This design comes from an exercise in tuning for small area on the open sky130 flow, not from production work. The RTL was checked by simulation tests, not by an equivalence proof against the original design. Power is estimated from default activity; no workload was simulated.

<file path="flow/flow/libmodels.py">
# Write Verilog models for the combinational cells of a liberty file (one output pin with a function).
import re, sys
lib = open(sys.argv[1]).read()
out = []
for m in re.finditer(r'\n\s*cell\s*\(\s*"?(\w+)"?\s*\)\s*\{', lib):
    name = m.group(1)
    # find the cell body by brace matching
    i = m.end(); depth = 1
    while depth:
        c = lib[i]
        if c == '{': depth += 1
        elif c == '}': depth -= 1
        i += 1
    body = lib[m.end():i]
    if re.search(r'\b(ff|latch|statetable)\s*\(', body): continue
    pins = re.findall(r'pin\s*\(\s*"?(\w+)"?\s*\)\s*\{(.*?)\n\s{8}\}', body, re.S)
    ins, outs = [], []
    for pn, pb in pins:
        d = re.search(r'direction\s*:\s*"?(\w+)"?', pb)
        if not d: continue
        if d.group(1) == 'input': ins.append(pn)
        elif d.group(1) == 'output':
            f = re.search(r'function\s*:\s*"([^"]*)"', pb)
            if f: outs.append((pn, f.group(1)))
    if not outs or not ins: continue
    ports = ins + [o for o, _ in outs]
    lines = [f"(* keep_hierarchy = 0 *) module {name}(" + ", ".join(ports) + ");"]
    lines += [f"  input {p};" for p in ins]
    for o, f in outs:
        e = f.replace('!', '~').replace('+', '|').replace('*', '&')
        e = re.sub(r'\)\s*\(', ') & (', e)
        e = re.sub(r'(\w)\s+(\w)', r'\1 & \2', e)
        e = re.sub(r'(\w)\s+(\w)', r'\1 & \2', e)
        e = re.sub(r'\)\s+(\w|~|\()', r') & \1', e)
        e = re.sub(r'(\w)\s+(\(|~)', r'\1 & \2', e)
        lines.append(f"  output {o};\n  assign {o} = {e};")
    lines.append("endmodule")
    out.append("\n".join(lines))
print("\n".join(out))
</file>
<file path="flow/constraint.sdc">
create_clock -name core_clock -period 10.0 [get_ports {clk}]
set_input_delay 2.0000 -clock core_clock [delete_from_list [all_inputs] [get_ports {clk}]]
set_output_delay 2.0000 -clock core_clock [all_outputs]
set_load 0.01 [all_outputs]
</file>
<file path="flow/config.mk">
export PLATFORM = sky130hd
export DESIGN_NAME = SignToText
export DESIGN_NICKNAME = SignToText
export VERILOG_FILES = /design/flow/design.v
export SDC_FILE = /design/flow/constraint.sdc
export NUM_CORES = 4
export LEC_CHECK = 0
export CAP_MARGIN = 20
export CORE_MARGIN = 2
export CORE_UTILIZATION = 40
export SLEW_MARGIN = 20
</file>
<file path="flow/standard.sh">
#!/bin/bash
# synth_recipe.tcl (not shown) runs the flow's synth.tcl, then flattens the netlist and writes it again
# the make line also repeats each setting of config.mk as NAME=value (left out here)
make -C /OpenROAD-flow-scripts/flow DESIGN_CONFIG=/design/flow/config.mk WORK_HOME=/design/flow/orfs CLKGATE_MAP_FILE= SYNTH_SCRIPT=/design/flow/synth_recipe.tcl "${@:-finish}"
</file>
<file path="flow/design.v">
module RGBtoYCbCr(red_ch, green_ch, blue_ch, skin_q, clk, rst);
   input        clk, rst;
   input  [7:0] red_ch, green_ch, blue_ch;
   output reg   skin_q;
   wire [6:0] r = red_ch[6:0];
   wire [6:0] g = green_ch[6:0];
   wire [7:0] b = blue_ch;
   wire [8:0] u = r + {g, 1'b0};
   wire [9:0] t = b + {b, 1'b0};
   wire s_1 = 1'b1 ^ ~u[0];
   wire s_2 = 1'b1 & ~u[0];
   wire s_3 = s_2 ^ 1'b1 ^ ~u[1];
   wire s_4 = (s_2 & 1'b1) | (s_2 & ~u[1]) | (1'b1 & ~u[1]);
   wire s_5 = s_4 ^ ~u[2];
   wire s_6 = s_4 & ~u[2];
   wire s_7 = s_6 ^ 1'b1 ^ ~u[3];
   wire s_8 = (s_6 & 1'b1) | (s_6 & ~u[3]) | (1'b1 & ~u[3]);
   wire s_9 = s_8 ^ ~u[4];
   wire s_10 = s_8 & ~u[4];
   wire s_11 = s_10 ^ ~u[5];
   wire s_12 = s_10 & ~u[5];
   wire s_13 = s_12 ^ ~u[6];
   wire s_14 = s_12 & ~u[6];
   wire s_15 = s_14 ^ 1'b1 ^ ~u[7];
   wire s_16 = (s_14 & 1'b1) | (s_14 & ~u[7]) | (1'b1 & ~u[7]);
   wire s_17 = s_16 ^ 1'b1 ^ ~u[8];
   wire s_18 = (s_16 & 1'b1) | (s_16 & ~u[8]) | (1'b1 & ~u[8]);
   wire s_19 = s_1 ^ t[0];
   wire s_20 = s_1 & t[0];
   wire s_21 = s_3 ^ t[1] ^ s_20;
   wire s_22 = (s_3 & t[1]) | (s_3 & s_20) | (t[1] & s_20);
   wire s_23 = s_5 ^ t[2] ^ s_22;
   wire s_24 = (s_5 & t[2]) | (s_5 & s_22) | (t[2] & s_22);
   wire s_25 = s_7 ^ t[3] ^ s_24;
   wire s_26 = (s_7 & t[3]) | (s_7 & s_24) | (t[3] & s_24);
   wire s_27 = s_9 ^ t[4] ^ s_26;
   wire s_28 = (s_9 & t[4]) | (s_9 & s_26) | (t[4] & s_26);
   wire s_29 = s_11 ^ t[5] ^ s_28;
   wire s_30 = (s_11 & t[5]) | (s_11 & s_28) | (t[5] & s_28);
   wire s_31 = s_13 ^ t[6] ^ s_30;
   wire s_32 = (s_13 & t[6]) | (s_13 & s_30) | (t[6] & s_30);
   wire s_33 = s_15 ^ t[7] ^ s_32;
   wire s_34 = (s_15 & t[7]) | (s_15 & s_32) | (t[7] & s_32);
   wire s_35 = s_17 ^ t[8] ^ s_34;
   wire s_36 = (s_17 & t[8]) | (s_17 & s_34) | (t[8] & s_34);
   wire s_37 = t[9] ^ s_18 ^ s_36;
   wire s_38 = (t[9] & s_18) | (t[9] & s_36) | (s_18 & s_36);
   wire s_39 = 1'b1 ^ s_38;
   wire s_40 = ~s_19 | 1'b1;
   wire s_41 = ~s_21 | s_40;
   wire s_42 = ~s_23 & s_41;
   wire s_43 = ~s_25 & s_42;
   wire s_44 = ~s_27 & s_43;
   wire s_45 = ~s_29 & s_44;
   wire s_46 = ~s_31 | s_45;
   wire s_47 = ~s_33 & s_46;
   wire s_48 = ~s_35 | s_47;
   wire s_49 = ~s_37 & s_48;
   wire s_50 = ~s_39 & s_49;
   wire s_51 = b[0] ^ ~b[3];
   wire s_52 = b[0] & ~b[3];
   wire s_53 = s_52 ^ b[1] ^ ~b[4];
   wire s_54 = (s_52 & b[1]) | (s_52 & ~b[4]) | (b[1] & ~b[4]);
   wire s_55 = b[6] ^ r[5];
   wire s_56 = b[6] & r[5];
   wire s_57 = s_56 ^ s_54 ^ 1'b1;
   wire s_58 = (s_56 & s_54) | (s_56 & 1'b1) | (s_54 & 1'b1);
   wire s_59 = b[2] ^ ~b[5] ^ b[7];
   wire s_60 = (b[2] & ~b[5]) | (b[2] & b[7]) | (~b[5] & b[7]);
   wire s_61 = r[6] ^ u[1];
   wire s_62 = r[6] & u[1];
   wire s_63 = s_62 ^ s_60 ^ s_58;
   wire s_64 = (s_62 & s_60) | (s_62 & s_58) | (s_60 & s_58);
   wire s_65 = 1'b1 ^ b[3] ^ ~b[6];
   wire s_66 = (1'b1 & b[3]) | (1'b1 & ~b[6]) | (b[3] & ~b[6]);
   wire s_67 = s_66 ^ s_64 ^ 1'b1;
   wire s_68 = (s_66 & s_64) | (s_66 & 1'b1) | (s_64 & 1'b1);
   wire s_69 = ~b[0] ^ b[2];
   wire s_70 = ~b[0] & b[2];
   wire s_71 = s_70 ^ 1'b1 ^ ~b[1];
   wire s_72 = (s_70 & 1'b1) | (s_70 & ~b[1]) | (1'b1 & ~b[1]);
   wire s_73 = b[3] ^ r[2];
   wire s_74 = b[3] & r[2];
   wire s_75 = s_74 ^ s_72 ^ ~b[2];
   wire s_76 = (s_74 & s_72) | (s_74 & ~b[2]) | (s_72 & ~b[2]);
   wire s_77 = b[4] ^ r[3] ^ u[0];
   wire s_78 = (b[4] & r[3]) | (b[4] & u[0]) | (r[3] & u[0]);
   wire s_79 = s_78 ^ s_76 ^ b[5];
   wire s_80 = (s_78 & s_76) | (s_78 & b[5]) | (s_76 & b[5]);
   wire s_81 = r[4] ^ u[1] ^ ~u[3];
   wire s_82 = (r[4] & u[1]) | (r[4] & ~u[3]) | (u[1] & ~u[3]);
   wire s_83 = s_82 ^ s_80 ^ u[0];
   wire s_84 = (s_82 & s_80) | (s_82 & u[0]) | (s_80 & u[0]);
   wire s_85 = u[2] ^ ~u[4] ^ ~u[6];
   wire s_86 = (u[2] & ~u[4]) | (u[2] & ~u[6]) | (~u[4] & ~u[6]);
   wire s_87 = s_86 ^ s_84 ^ u[3];
   wire s_88 = (s_86 & s_84) | (s_86 & u[3]) | (s_84 & u[3]);
   wire s_89 = ~u[5] ^ ~u[7] ^ s_57;
   wire s_90 = (~u[5] & ~u[7]) | (~u[5] & s_57) | (~u[7] & s_57);
   wire s_91 = s_90 ^ s_88 ^ u[2];
   wire s_92 = (s_90 & s_88) | (s_90 & u[2]) | (s_88 & u[2]);
   wire s_93 = u[4] ^ ~u[6] ^ ~u[8];
   wire s_94 = (u[4] & ~u[6]) | (u[4] & ~u[8]) | (~u[6] & ~u[8]);
   wire s_95 = s_94 ^ s_92 ^ b[4];
   wire s_96 = (s_94 & s_92) | (s_94 & b[4]) | (s_92 & b[4]);
   wire s_97 = ~b[7] ^ u[3] ^ u[5];
   wire s_98 = (~b[7] & u[3]) | (~b[7] & u[5]) | (u[3] & u[5]);
   wire s_99 = s_98 ^ s_96 ^ s_68;
   wire s_100 = (s_98 & s_96) | (s_98 & s_68) | (s_96 & s_68);
   wire s_101 = 1'b1 ^ b[5] ^ u[4];
   wire s_102 = (1'b1 & b[5]) | (1'b1 & u[4]) | (b[5] & u[4]);
   wire s_103 = s_102 ^ s_100;
   wire s_104 = s_102 & s_100;
   wire s_105 = r[1] ^ ~u[0];
   wire s_106 = r[1] & ~u[0];
   wire s_107 = s_106 ^ ~u[1] ^ ~u[3];
   wire s_108 = (s_106 & ~u[1]) | (s_106 & ~u[3]) | (~u[1] & ~u[3]);
   wire s_109 = s_108 ^ ~u[2] ^ ~u[4];
   wire s_110 = (s_108 & ~u[2]) | (s_108 & ~u[4]) | (~u[2] & ~u[4]);
   wire s_111 = s_110 ^ ~u[5] ^ s_51;
   wire s_112 = (s_110 & ~u[5]) | (s_110 & s_51) | (~u[5] & s_51);
   wire s_113 = s_112 ^ s_53 ^ s_55;
   wire s_114 = (s_112 & s_53) | (s_112 & s_55) | (s_53 & s_55);
   wire s_115 = s_114 ^ s_59 ^ s_61;
   wire s_116 = (s_114 & s_59) | (s_114 & s_61) | (s_59 & s_61);
   wire s_117 = s_116 ^ s_63 ^ s_65;
   wire s_118 = (s_116 & s_63) | (s_116 & s_65) | (s_63 & s_65);
   wire s_119 = s_118 ^ ~u[7] ^ s_67;
   wire s_120 = (s_118 & ~u[7]) | (s_118 & s_67) | (~u[7] & s_67);
   wire s_121 = s_120 ^ u[6] ^ ~u[8];
   wire s_122 = (s_120 & u[6]) | (s_120 & ~u[8]) | (u[6] & ~u[8]);
   wire s_123 = s_122 ^ b[6] ^ u[5];
   wire s_124 = (s_122 & b[6]) | (s_122 & u[5]) | (b[6] & u[5]);
   wire s_125 = s_124 ^ s_104 ^ b[7];
   wire s_126 = (s_124 & s_104) | (s_124 & b[7]) | (s_104 & b[7]);
   wire s_127 = 1'b1 ^ b[0];
   wire s_128 = 1'b1 & b[0];
   wire s_129 = s_128 ^ b[1] ^ r[0];
   wire s_130 = (s_128 & b[1]) | (s_128 & r[0]) | (b[1] & r[0]);
   wire s_131 = s_130 ^ ~u[2] ^ s_69;
   wire s_132 = (s_130 & ~u[2]) | (s_130 & s_69) | (~u[2] & s_69);
   wire s_133 = s_132 ^ s_71 ^ s_73;
   wire s_134 = (s_132 & s_71) | (s_132 & s_73) | (s_71 & s_73);
   wire s_135 = s_134 ^ s_75 ^ s_77;
   wire s_136 = (s_134 & s_75) | (s_134 & s_77) | (s_75 & s_77);
   wire s_137 = s_136 ^ s_79 ^ s_81;
   wire s_138 = (s_136 & s_79) | (s_136 & s_81) | (s_79 & s_81);
   wire s_139 = s_138 ^ s_83 ^ s_85;
   wire s_140 = (s_138 & s_83) | (s_138 & s_85) | (s_83 & s_85);
   wire s_141 = s_140 ^ s_87 ^ s_89;
   wire s_142 = (s_140 & s_87) | (s_140 & s_89) | (s_87 & s_89);
   wire s_143 = s_142 ^ s_91 ^ s_93;
   wire s_144 = (s_142 & s_91) | (s_142 & s_93) | (s_91 & s_93);
   wire s_145 = s_144 ^ s_95 ^ s_97;
   wire s_146 = (s_144 & s_95) | (s_144 & s_97) | (s_95 & s_97);
   wire s_147 = s_146 ^ s_99 ^ s_101;
   wire s_148 = (s_146 & s_99) | (s_146 & s_101) | (s_99 & s_101);
   wire s_149 = s_148 ^ u[7] ^ s_103;
   wire s_150 = (s_148 & u[7]) | (s_148 & s_103) | (u[7] & s_103);
   wire s_151 = s_150 ^ u[6] ^ u[8];
   wire s_152 = (s_150 & u[6]) | (s_150 & u[8]) | (u[6] & u[8]);
   wire s_153 = s_152 ^ s_126;
   wire s_154 = s_152 & s_126;
   wire s_155 = s_154 ^ 1'b1;
   wire s_156 = s_154 & 1'b1;
   wire s_157 = s_127 & ~u[0];
   wire s_158 = (s_129 & ~u[1]) | (s_129 & s_157) | (~u[1] & s_157);
   wire s_159 = (s_131 & s_105) | (s_131 & s_158) | (s_105 & s_158);
   wire s_160 = (s_133 & s_107) | (s_133 & s_159) | (s_107 & s_159);
   wire s_161 = (s_135 & s_109) | (s_135 & s_160) | (s_109 & s_160);
   wire s_162 = (s_137 & s_111) | (s_137 & s_161) | (s_111 & s_161);
   wire s_163 = (s_139 & s_113) | (s_139 & s_162) | (s_113 & s_162);
   wire s_164 = (s_141 & s_115) | (s_141 & s_163) | (s_115 & s_163);
   wire s_165 = (s_143 & s_117) | (s_143 & s_164) | (s_117 & s_164);
   wire s_166 = (s_145 & s_119) | (s_145 & s_165) | (s_119 & s_165);
   wire s_167 = (s_147 & s_121) | (s_147 & s_166) | (s_121 & s_166);
   wire s_168 = (s_149 & s_123) | (s_149 & s_167) | (s_123 & s_167);
   wire s_169 = (s_151 & s_125) | (s_151 & s_168) | (s_125 & s_168);
   wire s_170 = (s_153 & u[7]) | (s_153 & s_169) | (u[7] & s_169);
   wire s_171 = (s_155 & u[8]) | (s_155 & s_170) | (u[8] & s_170);
   wire s_172 = 1'b1 ^ s_156 ^ s_171;
   wire s_173 = ~s_172;
   wire s_174 = 1'b1 ^ ~t[4];
   wire s_175 = 1'b1 & ~t[4];
   wire s_176 = s_175 ^ 1'b1 ^ ~t[5];
   wire s_177 = (s_175 & 1'b1) | (s_175 & ~t[5]) | (1'b1 & ~t[5]);
   wire s_178 = 1'b1 ^ ~t[0];
   wire s_179 = 1'b1 & ~t[0];
   wire s_180 = s_179 ^ ~t[1] ^ t[4];
   wire s_181 = (s_179 & ~t[1]) | (s_179 & t[4]) | (~t[1] & t[4]);
   wire s_182 = s_181 ^ ~t[2] ^ t[5];
   wire s_183 = (s_181 & ~t[2]) | (s_181 & t[5]) | (~t[2] & t[5]);
   wire s_184 = s_183 ^ ~t[3] ^ t[6];
   wire s_185 = (s_183 & ~t[3]) | (s_183 & t[6]) | (~t[3] & t[6]);
   wire s_186 = s_185 ^ t[7] ^ ~g[0];
   wire s_187 = (s_185 & t[7]) | (s_185 & ~g[0]) | (t[7] & ~g[0]);
   wire s_188 = g[3] ^ g[5];
   wire s_189 = g[3] & g[5];
   wire s_190 = s_189 ^ s_187 ^ t[8];
   wire s_191 = (s_189 & s_187) | (s_189 & t[8]) | (s_187 & t[8]);
   wire s_192 = ~g[1] ^ g[4] ^ g[6];
   wire s_193 = (~g[1] & g[4]) | (~g[1] & g[6]) | (g[4] & g[6]);
   wire s_194 = s_193 ^ s_191 ^ s_177;
   wire s_195 = (s_193 & s_191) | (s_193 & s_177) | (s_191 & s_177);
   wire s_196 = ~t[6] ^ t[9] ^ ~g[2];
   wire s_197 = (~t[6] & t[9]) | (~t[6] & ~g[2]) | (t[9] & ~g[2]);
   wire s_198 = s_197 ^ s_195 ^ ~t[7];
   wire s_199 = (s_197 & s_195) | (s_197 & ~t[7]) | (s_195 & ~t[7]);
   wire s_200 = t[3] ^ g[1];
   wire s_201 = t[3] & g[1];
   wire s_202 = s_201 ^ g[0] ^ g[2];
   wire s_203 = (s_201 & g[0]) | (s_201 & g[2]) | (g[0] & g[2]);
   wire s_204 = s_203 ^ g[1] ^ g[3];
   wire s_205 = (s_203 & g[1]) | (s_203 & g[3]) | (g[1] & g[3]);
   wire s_206 = s_205 ^ g[2] ^ g[4];
   wire s_207 = (s_205 & g[2]) | (s_205 & g[4]) | (g[2] & g[4]);
   wire s_208 = s_207 ^ r[0] ^ s_174;
   wire s_209 = (s_207 & r[0]) | (s_207 & s_174) | (r[0] & s_174);
   wire s_210 = s_209 ^ r[1] ^ s_176;
   wire s_211 = (s_209 & r[1]) | (s_209 & s_176) | (r[1] & s_176);
   wire s_212 = s_211 ^ g[5] ^ r[2];
   wire s_213 = (s_211 & g[5]) | (s_211 & r[2]) | (g[5] & r[2]);
   wire s_214 = s_213 ^ ~g[3] ^ g[6];
   wire s_215 = (s_213 & ~g[3]) | (s_213 & g[6]) | (~g[3] & g[6]);
   wire s_216 = s_215 ^ s_199 ^ ~t[8];
   wire s_217 = (s_215 & s_199) | (s_215 & ~t[8]) | (s_199 & ~t[8]);
   wire s_218 = s_217 ^ ~t[9];
   wire s_219 = s_217 & ~t[9];
   wire s_220 = s_219 ^ 1'b1;
   wire s_221 = s_219 & 1'b1;
   wire s_222 = t[2] ^ g[0];
   wire s_223 = t[2] & g[0];
   wire s_224 = s_223 ^ g[3] ^ s_178;
   wire s_225 = (s_223 & g[3]) | (s_223 & s_178) | (g[3] & s_178);
   wire s_226 = s_225 ^ g[4] ^ s_180;
   wire s_227 = (s_225 & g[4]) | (s_225 & s_180) | (g[4] & s_180);
   wire s_228 = s_227 ^ g[5] ^ s_182;
   wire s_229 = (s_227 & g[5]) | (s_227 & s_182) | (g[5] & s_182);
   wire s_230 = s_229 ^ g[6] ^ s_184;
   wire s_231 = (s_229 & g[6]) | (s_229 & s_184) | (g[6] & s_184);
   wire s_232 = s_231 ^ s_186 ^ s_188;
   wire s_233 = (s_231 & s_186) | (s_231 & s_188) | (s_186 & s_188);
   wire s_234 = s_233 ^ s_190 ^ s_192;
   wire s_235 = (s_233 & s_190) | (s_233 & s_192) | (s_190 & s_192);
   wire s_236 = s_235 ^ s_194 ^ s_196;
   wire s_237 = (s_235 & s_194) | (s_235 & s_196) | (s_194 & s_196);
   wire s_238 = s_237 ^ r[3] ^ s_198;
   wire s_239 = (s_237 & r[3]) | (s_237 & s_198) | (r[3] & s_198);
   wire s_240 = s_239 ^ ~g[4] ^ r[4];
   wire s_241 = (s_239 & ~g[4]) | (s_239 & r[4]) | (~g[4] & r[4]);
   wire s_242 = s_241 ^ ~g[5] ^ r[5];
   wire s_243 = (s_241 & ~g[5]) | (s_241 & r[5]) | (~g[5] & r[5]);
   wire s_244 = s_243 ^ ~g[6] ^ r[6];
   wire s_245 = (s_243 & ~g[6]) | (s_243 & r[6]) | (~g[6] & r[6]);
   wire s_246 = g[0] ^ t[0];
   wire s_247 = g[0] & t[0];
   wire s_248 = g[1] ^ t[1] ^ s_247;
   wire s_249 = (g[1] & t[1]) | (g[1] & s_247) | (t[1] & s_247);
   wire s_250 = s_222 ^ g[2] ^ s_249;
   wire s_251 = (s_222 & g[2]) | (s_222 & s_249) | (g[2] & s_249);
   wire s_252 = s_224 ^ s_200 ^ s_251;
   wire s_253 = (s_224 & s_200) | (s_224 & s_251) | (s_200 & s_251);
   wire s_254 = s_226 ^ s_202 ^ s_253;
   wire s_255 = (s_226 & s_202) | (s_226 & s_253) | (s_202 & s_253);
   wire s_256 = s_228 ^ s_204 ^ s_255;
   wire s_257 = (s_228 & s_204) | (s_228 & s_255) | (s_204 & s_255);
   wire s_258 = s_230 ^ s_206 ^ s_257;
   wire s_259 = (s_230 & s_206) | (s_230 & s_257) | (s_206 & s_257);
   wire s_260 = s_232 ^ s_208 ^ s_259;
   wire s_261 = (s_232 & s_208) | (s_232 & s_259) | (s_208 & s_259);
   wire s_262 = s_234 ^ s_210 ^ s_261;
   wire s_263 = (s_234 & s_210) | (s_234 & s_261) | (s_210 & s_261);
   wire s_264 = s_236 ^ s_212 ^ s_263;
   wire s_265 = (s_236 & s_212) | (s_236 & s_263) | (s_212 & s_263);
   wire s_266 = s_238 ^ s_214 ^ s_265;
   wire s_267 = (s_238 & s_214) | (s_238 & s_265) | (s_214 & s_265);
   wire s_268 = s_240 ^ s_216 ^ s_267;
   wire s_269 = (s_240 & s_216) | (s_240 & s_267) | (s_216 & s_267);
   wire s_270 = s_242 ^ s_218 ^ s_269;
   wire s_271 = (s_242 & s_218) | (s_242 & s_269) | (s_218 & s_269);
   wire s_272 = s_244 ^ s_220 ^ s_271;
   wire s_273 = (s_244 & s_220) | (s_244 & s_271) | (s_220 & s_271);
   wire s_274 = s_221 ^ s_245 ^ s_273;
   wire s_275 = (s_221 & s_245) | (s_221 & s_273) | (s_245 & s_273);
   wire s_276 = 1'b1 ^ s_275;
   wire s_277 = ~s_246 | 1'b1;
   wire s_278 = ~s_248 | s_277;
   wire s_279 = ~s_250 | s_278;
   wire s_280 = ~s_252 | s_279;
   wire s_281 = ~s_254 | s_280;
   wire s_282 = ~s_256 | s_281;
   wire s_283 = ~s_258 | s_282;
   wire s_284 = ~s_260 | s_283;
   wire s_285 = ~s_262 | s_284;
   wire s_286 = ~s_264 & s_285;
   wire s_287 = ~s_266 & s_286;
   wire s_288 = ~s_268 & s_287;
   wire s_289 = ~s_270 & s_288;
   wire s_290 = ~s_272 | s_289;
   wire s_291 = ~s_274 & s_290;
   wire s_292 = ~s_276 & s_291;
   wire skin = red_ch[7] & ~green_ch[7] & s_50 & s_173 & s_292;
   always @(posedge clk)
     if (rst) skin_q <= 1'b0;
     else     skin_q <= skin;
endmodule
module SkinDecider(skin_q, object_image, rst, clk);
   input      skin_q, rst, clk;
   output reg object_image;
   always @(posedge clk)
     if (rst) object_image <= 1'b0;
     else     object_image <= skin_q;
endmodule
module PalmIdentification(object_image,
			  palm_height_test,
			  start_of_palm_r,
			  start_of_palm_c,
			  end_of_palm_r,
			  end_of_palm_c,
			  palm_width,
			  palm_height,
			  TESTING_SWITCH,
			  row_count, col_count, palm_locked,
			  rst,clk);
   input        object_image;
   input  [7:0] palm_height_test;
   input        TESTING_SWITCH;
   input        rst, clk;
   output [7:0] start_of_palm_r, start_of_palm_c, end_of_palm_r, end_of_palm_c, palm_height, palm_width;
   output reg [7:0] row_count;
   output     [6:0] col_count;
   output reg   palm_locked;
   reg [7:0] start_r, end_r, width, height;
   reg [6:0] start_c, end_c, col;
   reg       found_start, found_end, innerbreak;
   assign start_of_palm_r = start_r;
   assign start_of_palm_c = {1'b0, start_c};
   assign end_of_palm_r   = end_r;
   assign end_of_palm_c   = {1'b0, end_c};
   assign palm_width      = width;
   assign palm_height     = height;
   assign col_count       = col;
   wire last_col = &{col[6:4], col[2:0]};
   wire [7:0] width_x1p5 = width + {1'b0, width[7:1]} + {7'd0, width[0]};
   always @(posedge clk) begin
      if (rst) begin
	 start_r <= 8'd0; start_c <= 7'd0;
	 end_r <= 8'd0;   end_c <= 7'd0;
	 width <= 8'd0;   height <= 8'd0;
	 found_start <= 1'b0; found_end <= 1'b0; innerbreak <= 1'b0;
	 palm_locked <= 1'b0;
	 row_count <= 8'd0; col <= 7'd0;
      end
      else begin
	 palm_locked <= innerbreak;
	 if (last_col) begin
	    col <= 7'd0;
	    row_count <= row_count + 8'd1;
	 end
	 else
	   col <= col + 7'd1;
	 if (!innerbreak) begin
	    if (object_image) begin
	       if (!found_start) begin
		  found_start <= 1'b1;
		  start_r <= row_count;
		  start_c <= col;
	       end
	       else begin
		  end_r <= row_count;
		  end_c <= col;
		  found_end <= 1'b1;
	       end
	    end
	    else if (found_end) begin
	       width <= {1'b0, end_c} - {1'b0, start_c};
	       if (width > 8'd17) begin
		  innerbreak <= 1'b1;
		  height <= TESTING_SWITCH ? palm_height_test : width_x1p5;
	       end
	       else begin
		  found_start <= 1'b0;
		  found_end <= 1'b0;
	       end
	    end
	 end
      end
   end
endmodule
module FingerIdentification(object_image,
                            palm_width,
                            palm_height,
                            start_of_palm_r,
                            start_of_palm_c,
                            end_of_palm_r,
                            end_of_palm_c,
                            row_count, col_count, palm_locked,
                            thumb_status,
                            index_status,
                            middle_status,
                            ring_status,
                            pinky_status,
                            rst,clk);
   input       object_image;
   input [7:0] palm_width, palm_height;
   input [7:0] start_of_palm_r, start_of_palm_c;
   input [7:0] end_of_palm_r, end_of_palm_c;
   input [7:0] row_count;
   input [6:0] col_count;
   input       palm_locked;
   input       rst, clk;
   output reg  thumb_status, index_status, middle_status, ring_status, pinky_status;
   reg [7:0] pinky_true, ring_true, middle_true, index_true, thumb_true;
   wire [7:0] w = palm_width, h = palm_height;
   wire [7:0] row = row_count;
   wire [7:0] col = {1'b0, col_count};
   function gt;
      input [7:0] a, b;
      integer i;
      reg c;
      begin
         c = 1'b0;
         for (i = 0; i < 8; i = i + 1)
           c = (a[i] & ~b[i]) | (c & (a[i] | ~b[i]));
         gt = c;
      end
   endfunction
   wire [7:0] box_bottom   = end_of_palm_r + h;
   wire [7:0] box_top      = box_bottom + h;
   wire [7:0] pinky_right  = end_of_palm_c - (w >> 2);
   wire [7:0] pinky_left   = pinky_right + w;
   wire [7:0] ring_left    = pinky_right - 8'd3;
   wire [7:0] index_right  = start_of_palm_c - 8'd12 - w;
   wire [7:0] thumb_right  = start_of_palm_c - 8'd10 - h;
   wire [6:0] sc = start_of_palm_c[6:0];
   wire signed [8:0] d  = {2'b00, col_count} - {2'b00, sc};         
   wire signed [9:0] e  = {d[8], d} - {3'b000, w[7:1]};              
   wire [7:0]        sh = {1'b0, sc} + {1'b0, w[7:1]};               
   wire signed [9:0] dr = {2'b00, row} - {2'b00, start_of_palm_r};   
   wire gt_middle_right = (sc >= 7'd12) && (d >= -9'sd11);
   wire lt_index_left   = (sc <  7'd12) || (d <= -9'sd13);
   wire lt_thumb_left   = (sc <  7'd10) || (d <= -9'sd11);
   wire gt_ring_right   = (sh >= 8'd5)   && (e >= -10'sd4);
   wire lt_middle_left  = (sh <= 8'd11)  || (e <= -10'sd13);
   wire gt_thumb_bottom = dr > 10'sd0;
   wire lt_thumb_top    = (start_of_palm_r < 8'd226) ? (dr < 10'sd30) : (dr < -10'sd226);
   wire active  = palm_locked && (w != 8'd0);
   wire rows4   = active && gt(row, box_bottom) && gt(box_top, row);
   wire pinky_in  = rows4 && gt(col, pinky_right)  && gt(pinky_left, col);
   wire ring_in   = rows4 && gt_ring_right         && gt(ring_left, col);
   wire middle_in = rows4 && gt_middle_right       && lt_middle_left;
   wire index_in  = rows4 && gt(col, index_right)  && lt_index_left;
   wire thumb_in  = active && gt_thumb_bottom && lt_thumb_top &&
                    gt(col, thumb_right) && lt_thumb_left;
   always @(posedge clk) begin
      if (rst) begin
         thumb_status <= 1'b0; index_status <= 1'b0; middle_status <= 1'b0;
         ring_status <= 1'b0;  pinky_status <= 1'b0;
         pinky_true <= 8'd0; ring_true <= 8'd0; middle_true <= 8'd0;
         index_true <= 8'd0; thumb_true <= 8'd0;
      end
      else begin
         if (pinky_in) begin
            if (object_image) pinky_true <= pinky_true + 8'd1;
            if (pinky_true > 8'd200) pinky_status <= 1'b1;
         end
         if (ring_in) begin
            if (object_image) ring_true <= ring_true + 8'd1;
            if (ring_true > 8'd250) ring_status <= 1'b1;
         end
         if (middle_in) begin
            if (object_image) middle_true <= middle_true + 8'd1;
            if (middle_true > 8'd250) middle_status <= 1'b1;
         end
         if (index_in) begin
            if (object_image) index_true <= index_true + 8'd1;
            if (index_true > 8'd250) index_status <= 1'b1;
         end
         if (thumb_in) begin
            if (object_image) thumb_true <= thumb_true + 8'd1;
            if (thumb_true > 8'd250) thumb_status <= 1'b1;
         end
      end
   end
endmodule
module SignIdentification(thumb_status,
			  index_status,
			  middle_status,
			  ring_status,
			  pinky_status,
			  sign_value,
			  rst,clk);
   input      thumb_status;
   input      index_status;
   input      middle_status;
   input      ring_status;
   input      pinky_status;
   output [3:0] sign_value;
   input 	rst, clk;
   reg [3:0]	sign_value;
   reg [4:0] 	finger_db;
   always @(posedge clk) begin
      if(rst) begin
	 sign_value <= 4'b0000;
	 finger_db <= 5'b00000;
      end
      else begin
	 finger_db <= {pinky_status, ring_status, middle_status, index_status, thumb_status};
	 case(finger_db)
	   5'b00010 : sign_value <= 1;
	   5'b00110 : sign_value <= 2;
  	   5'b00111 : sign_value <= 3;
	   5'b01111 : sign_value <= 4;
	   5'b11111 : sign_value <= 5;
	   5'b01110 : sign_value <= 6;
	   5'b10110 : sign_value <= 7;
	   5'b11010 : sign_value <= 8;
	   5'b11100 : sign_value <= 9;
	   default : sign_value <= 0;
	 endcase  
      end  
   end  
endmodule  
module SignToText(red_ch,
		  green_ch,
		  blue_ch,
		  palm_height_test,
		  TESTING_SWITCH,
		  sign_value,
		  thumb_status, index_status, middle_status, ring_status, pinky_status,
		  start_of_palm_r, start_of_palm_c,
		  end_of_palm_r, end_of_palm_c,
		  palm_width, palm_height,
		  clk,rst);
   input [7:0] red_ch, green_ch, blue_ch;
   input [7:0] palm_height_test;
   input       TESTING_SWITCH;
   output [3:0] sign_value;
   output       thumb_status, index_status, middle_status, ring_status, pinky_status;
   output [7:0] start_of_palm_r, start_of_palm_c, end_of_palm_r, end_of_palm_c;
   output [7:0] palm_width, palm_height;
   input        clk, rst;
   wire skin_q, object_image;
   wire [7:0] row_count;
   wire [6:0] col_count;
   wire palm_locked;
   RGBtoYCbCr dut_0 (.red_ch(red_ch), .green_ch(green_ch), .blue_ch(blue_ch),
		     .skin_q(skin_q), .rst(rst), .clk(clk));
   SkinDecider dut_1 (.skin_q(skin_q), .object_image(object_image),
		      .rst(rst), .clk(clk));
   PalmIdentification dut_2 (.object_image(object_image),
			     .palm_height_test(palm_height_test),
			     .start_of_palm_r(start_of_palm_r),
			     .start_of_palm_c(start_of_palm_c),
			     .end_of_palm_r(end_of_palm_r),
			     .end_of_palm_c(end_of_palm_c),
			     .palm_width(palm_width),
			     .palm_height(palm_height),
			     .TESTING_SWITCH(TESTING_SWITCH),
			     .row_count(row_count), .col_count(col_count),
			     .palm_locked(palm_locked),
			     .rst(rst),.clk(clk));
   FingerIdentification dut_3 (.object_image(object_image),
			       .palm_width(palm_width),
			       .palm_height(palm_height),
			       .start_of_palm_r(start_of_palm_r),
			       .start_of_palm_c(start_of_palm_c),
			       .end_of_palm_r(end_of_palm_r),
			       .end_of_palm_c(end_of_palm_c),
			       .row_count(row_count), .col_count(col_count),
			       .palm_locked(palm_locked),
			       .thumb_status(thumb_status),
			       .index_status(index_status),
			       .middle_status(middle_status),
			       .ring_status(ring_status),
			       .pinky_status(pinky_status),
			       .rst(rst),.clk(clk));
   SignIdentification dut_4(.thumb_status(thumb_status),
			    .index_status(index_status),
			    .middle_status(middle_status),
			    .ring_status(ring_status),
			    .pinky_status(pinky_status),
			    .sign_value(sign_value),
			    .rst(rst),.clk(clk));
endmodule
</file>
<file path="flow/flow/run.sh">
#!/bin/bash
# Layout flow: the standard synthesis, then an area-oriented re-mapping of the
# combinational logic with ABC (registers untouched: same cells, same names), then
# the standard layout with every port buffered by a buf_1.
set -euo pipefail
WORK=$(pwd)
FLOW=$WORK/flow
R=$WORK/orfs/results/$FLOW_PLATFORM/SignToText/base
LIB=$FLOW_HOME/platforms/$FLOW_PLATFORM/lib/sky130_fd_sc_hd__tt_025C_1v80.lib
YOSYS=yosys
[ -x "$FLOW_HOME/../tools/install/yosys/bin/yosys" ] && YOSYS=$FLOW_HOME/../tools/install/yosys/bin/yosys

# 1. standard synthesis
bash standard.sh synth > $WORK/1_standard_synth.log 2>&1

# 2. re-map the combinational logic
cp $R/1_2_yosys.v $WORK/1_2_yosys_standard.v
python3 $FLOW/libmodels.py $LIB > $WORK/comb_models.v
cat > $WORK/remap.abc <<EOA
&get -n; &st; &deepsyn -T 60; &dch -f; &nf -R 1000 -p -F 10 -A 6; &put
EOA
cat > $WORK/remap.ys <<EOY
read_liberty -lib $LIB
read_verilog -overwrite $WORK/comb_models.v
read_verilog $WORK/1_2_yosys_standard.v
hierarchy -check -top $FLOW_TOP
select -set skc c:dut_0.skin_q* %ci*
select -set keepfa @skc t:sky130_fd_sc_hd__fa_1 t:sky130_fd_sc_hd__ha_1 %u %i
setattr -set keep_hierarchy 1 @keepfa
select -clear
flatten
techmap
opt -purge
abc -liberty $LIB -dont_use sky130_fd_sc_hd__probe_p_8 -dont_use sky130_fd_sc_hd__probec_p_8 -dont_use *lpflow* -script $WORK/remap.abc
read_liberty -lib -overwrite $LIB
opt_clean -purge
hilomap -singleton -hicell sky130_fd_sc_hd__conb_1 HI -locell sky130_fd_sc_hd__conb_1 LO
splitnets
opt_clean -purge
tee -o $WORK/remap_stat.txt stat -liberty $LIB
check -assert -mapped
write_verilog -noattr -nohex -nodec $WORK/1_2_yosys_remapped.v
EOY
$YOSYS -s $WORK/remap.ys > $WORK/2_remap_yosys.log 2>&1
cp $WORK/1_2_yosys_remapped.v $R/1_2_yosys.v
rm -f $R/1_synth.odb $R/1_synth.sdc

# 3. standard layout from the re-mapped netlist
bash standard.sh BUFFER_PORTS_ARGS="-buffer_cell sky130_fd_sc_hd__buf_1" CTS_ARGS="-sink_clustering_enable -repair_clock_nets -buf_list sky130_fd_sc_hd__clkbuf_8 -dont_use_dummy_load" finish > $WORK/3_standard_layout.log 2>&1
</file>
==> results.ini <==
[global_routing]
first_global_vias=8083
grt_max_degree=72
antenna_found_initial=0
grt.total_usage_pct=19.7
overflow=0
grt_first_pass_wirelength_um=41200

[clock_tree]
cts_tree=built
h-tree-depth=4
cts.clk_slew.worst_paths_ns=0.05
clkSinkCount=121
post_cts_buffers=0
holdBufCountCts=0
clk_latency_ns=0.44
root_buffer=clkbuf_8
clockBufferDepth=2
cts_buffers=17
cts_resized=0

[timing]
finalHoldViolCount=0
fin_skew_ns=0.0346
slew-limit-headroom_pct=36.0
setup_tns_ns=0
final_max_slew_viol_count=0
period_minus_slack_ns=9.36
layout_worst_path_cycle_share_pct=93.6
setup_viol=0
rsz0062_at_grt=false
max_freq_ghz=0.107
worst_pin_slew_ns=0.960

[worst_setup_path]
worst_ep_arrival_time_ns=9.70
worstPathMaxFanout=6
endpoint_kind=register
critPathRequiredTime_ns=10.35
worstSetupPathType=in2reg
regToRegSetupSlack_ns=3.99
start_kind=input pin

[detailed_routing]
wl_per_cell_um=15.8
drt-total-wl_um=25100
via_per_inst=5.40
dr_total_vias=8560
drtPass1Iterations=5
antenna_left=0
drt_iter0_drc=562
post-route-drc-count=0

[floorplan]
core.rowCount=57
ios=92
core_area_mm2=0.0245
chipHeight_um=162
dieArea_mm2=0.0263
start_util_pct=40.9
die_x_um=162

[final_layout]
area_growth_pct=10.5
final_cells=1584
drive_above_1_share_pct=2.22
fillers=2404
antennaDiodeCount=0
seq_area_mm2=0.00242
fin_nets=1419
multi_input_area_mm2=0.00705

[outcome]
status=complete, no violations

[worst_hold_path]
hold_class=reg2reg

[placement]
gp_congestion=0.884
numPortBuffers=89
dp_hpwl_um=19500
dp.cells=1567

[synth]
avgSynthCellArea_um2=8.74
syn_area_mm2=0.0100
netlist_instances=1145
ys_warn_count=5

[power]
leakage_uw=0.00405
max-vdd-ir-drop_mv=0.0763
finalPower_uw=1490
power_per_cell_area_mw_per_mm2=135

[flow_run]
drv_cap=0

## through the flow
| step | setup slack [ns] | utilization [%] | hold WS, ns | cell area [um2] |
|---|---|---|---|---|
| 2_1_floorplan | 0.926 | - | 0.414 | 10000 |
| 3_3_place_gp | 0.313 | 44.2 | 0.447 | 10800 |
| 3_5_place_dp | 0.157 | 44.2 | 0.453 | 10800 |
| 4_1_cts | 0.610 | 45.2 | 0.460 | 11100 |
| 5_1_grt | 0.198 | 45.2 | 0.491 | 11100 |
| 6_report | 0.642 | 45.2 | 0.455 | 11100 |
## worst max-delay path, cell delays in order
cell and delay (ns):
buf_1 0.22, clkinv_1 0.24, fa_1 0.51, clkinv_1 0.06, a21oi_1 0.06, o21bai_1 0.21
xnor2_1 0.22, clkinv_1 0.18, fa_1 0.45, fa_1 0.40, fa_1 0.41, fa_1 0.37
clkinv_1 0.07, fa_1 0.43, fa_1 0.42, fa_1 0.41, fa_1 0.39, fa_1 0.49
clkinv_1 0.08, fa_1 0.43, fa_1 0.37, clkinv_1 0.06, fa_1 0.15, nand4b_1 0.10
or4_1 0.40, a221oi_1 0.28, o31ai_1 0.12, a31oi_1 0.15
## area by class of cell
class                      instances  share of cell area, %
timing repair buffer              97                   3.58
multi-input combinational        880                   63.8
inverter                         145                   4.92
tap                              324                   3.67
clock buffer                      17                   2.12
sequential                       121                   21.9
## layout by cell type (no fill, tap or decap), types with 19 or more instances in the layout
cell and n:
nand2_1 56, xnor2_1 69, dfxtp_1 121, nor2_1 81, nor2b_1 30, maj3_1 48
buf_1 88, xor2_1 40, a21oi_1 85, nor3_1 42, o21ai_0 43, nand2b_1 19
a22o_1 37, clkinv_1 145, and3_1 21, ha_1 41, fa_1 81
## path summary, 6_finish.rpt
kind                   startpoint                    to  cells after the start
max                    blue_ch[1]          dut_0.skin_q                     28
min          dut_3.middle_true[7]  dut_3.middle_true[7]                      1
max reg2reg        dut_2.width[3]   dut_3.pinky_true[7]                     20
min reg2reg  dut_3.middle_true[7]  dut_3.middle_true[7]                      1
## registers in the layout, indices dropped and copies added (netlist names), 4 cells and up
register,flops
dut_2.end_r,8
dut_2.height,8
dut_2.row_count,8
dut_2.start_r,8
dut_2.width,8
dut_3.index_true,8
dut_3.middle_true,8
dut_3.pinky_true,8
dut_3.ring_true,8
dut_3.thumb_true,8
dut_2.col,7
dut_2.end_c,7
dut_2.start_c,7
dut_4.finger_db,5
dut_4.sign_value,4
## per-layer routing
layer | vias up | global-route usage, % | wire length (um) | part of all wire, %
li1 | 4231 | - | - | -
met1 | 4126 | 28.1 | 12400 | 50
met2 | 180 | 31.1 | 11400 | 45
met3 | 23 | 3.24 | 930 | 3.7
met4 | 0 | 4.63 | 316 | 1.3
met5 | - | 0 | 0 | 0
## report_power, final
group | internal [uW] | switching (uW) | leakage, uW
clock | 149 | 174 | 0.000122
sequential | 483 | 3.69 | 0.000975
combinational | 304 | 373 | 0.00295
total | 937 | 551 | 0.00405

==> static timing again, ports no longer ideal <==
Ports are ideal in the flow. The routed layout listed here was re-timed in OpenROAD. Step 1: set_driving_cell puts a clkbuf_16 on clk and a buf_2 on each other input, an assumption about the parent block. Step 2 times the ports against the registers' clock, not the clock port: input delays grow and output delays shrink by t, the midpoint of the rising clock arrivals with the driver on. Three values: no drivers, after step 1, after step 2; two values: the first two.
t, ns: 0.462
setup slack, ns: 0.642 / 0.646 / 0.184
pins driven straight from the clock port: 1
After both steps this run still meets setup and hold. The setup slack of this run moves by +0.004 ns with the drivers and by -0.458 ns with both steps.
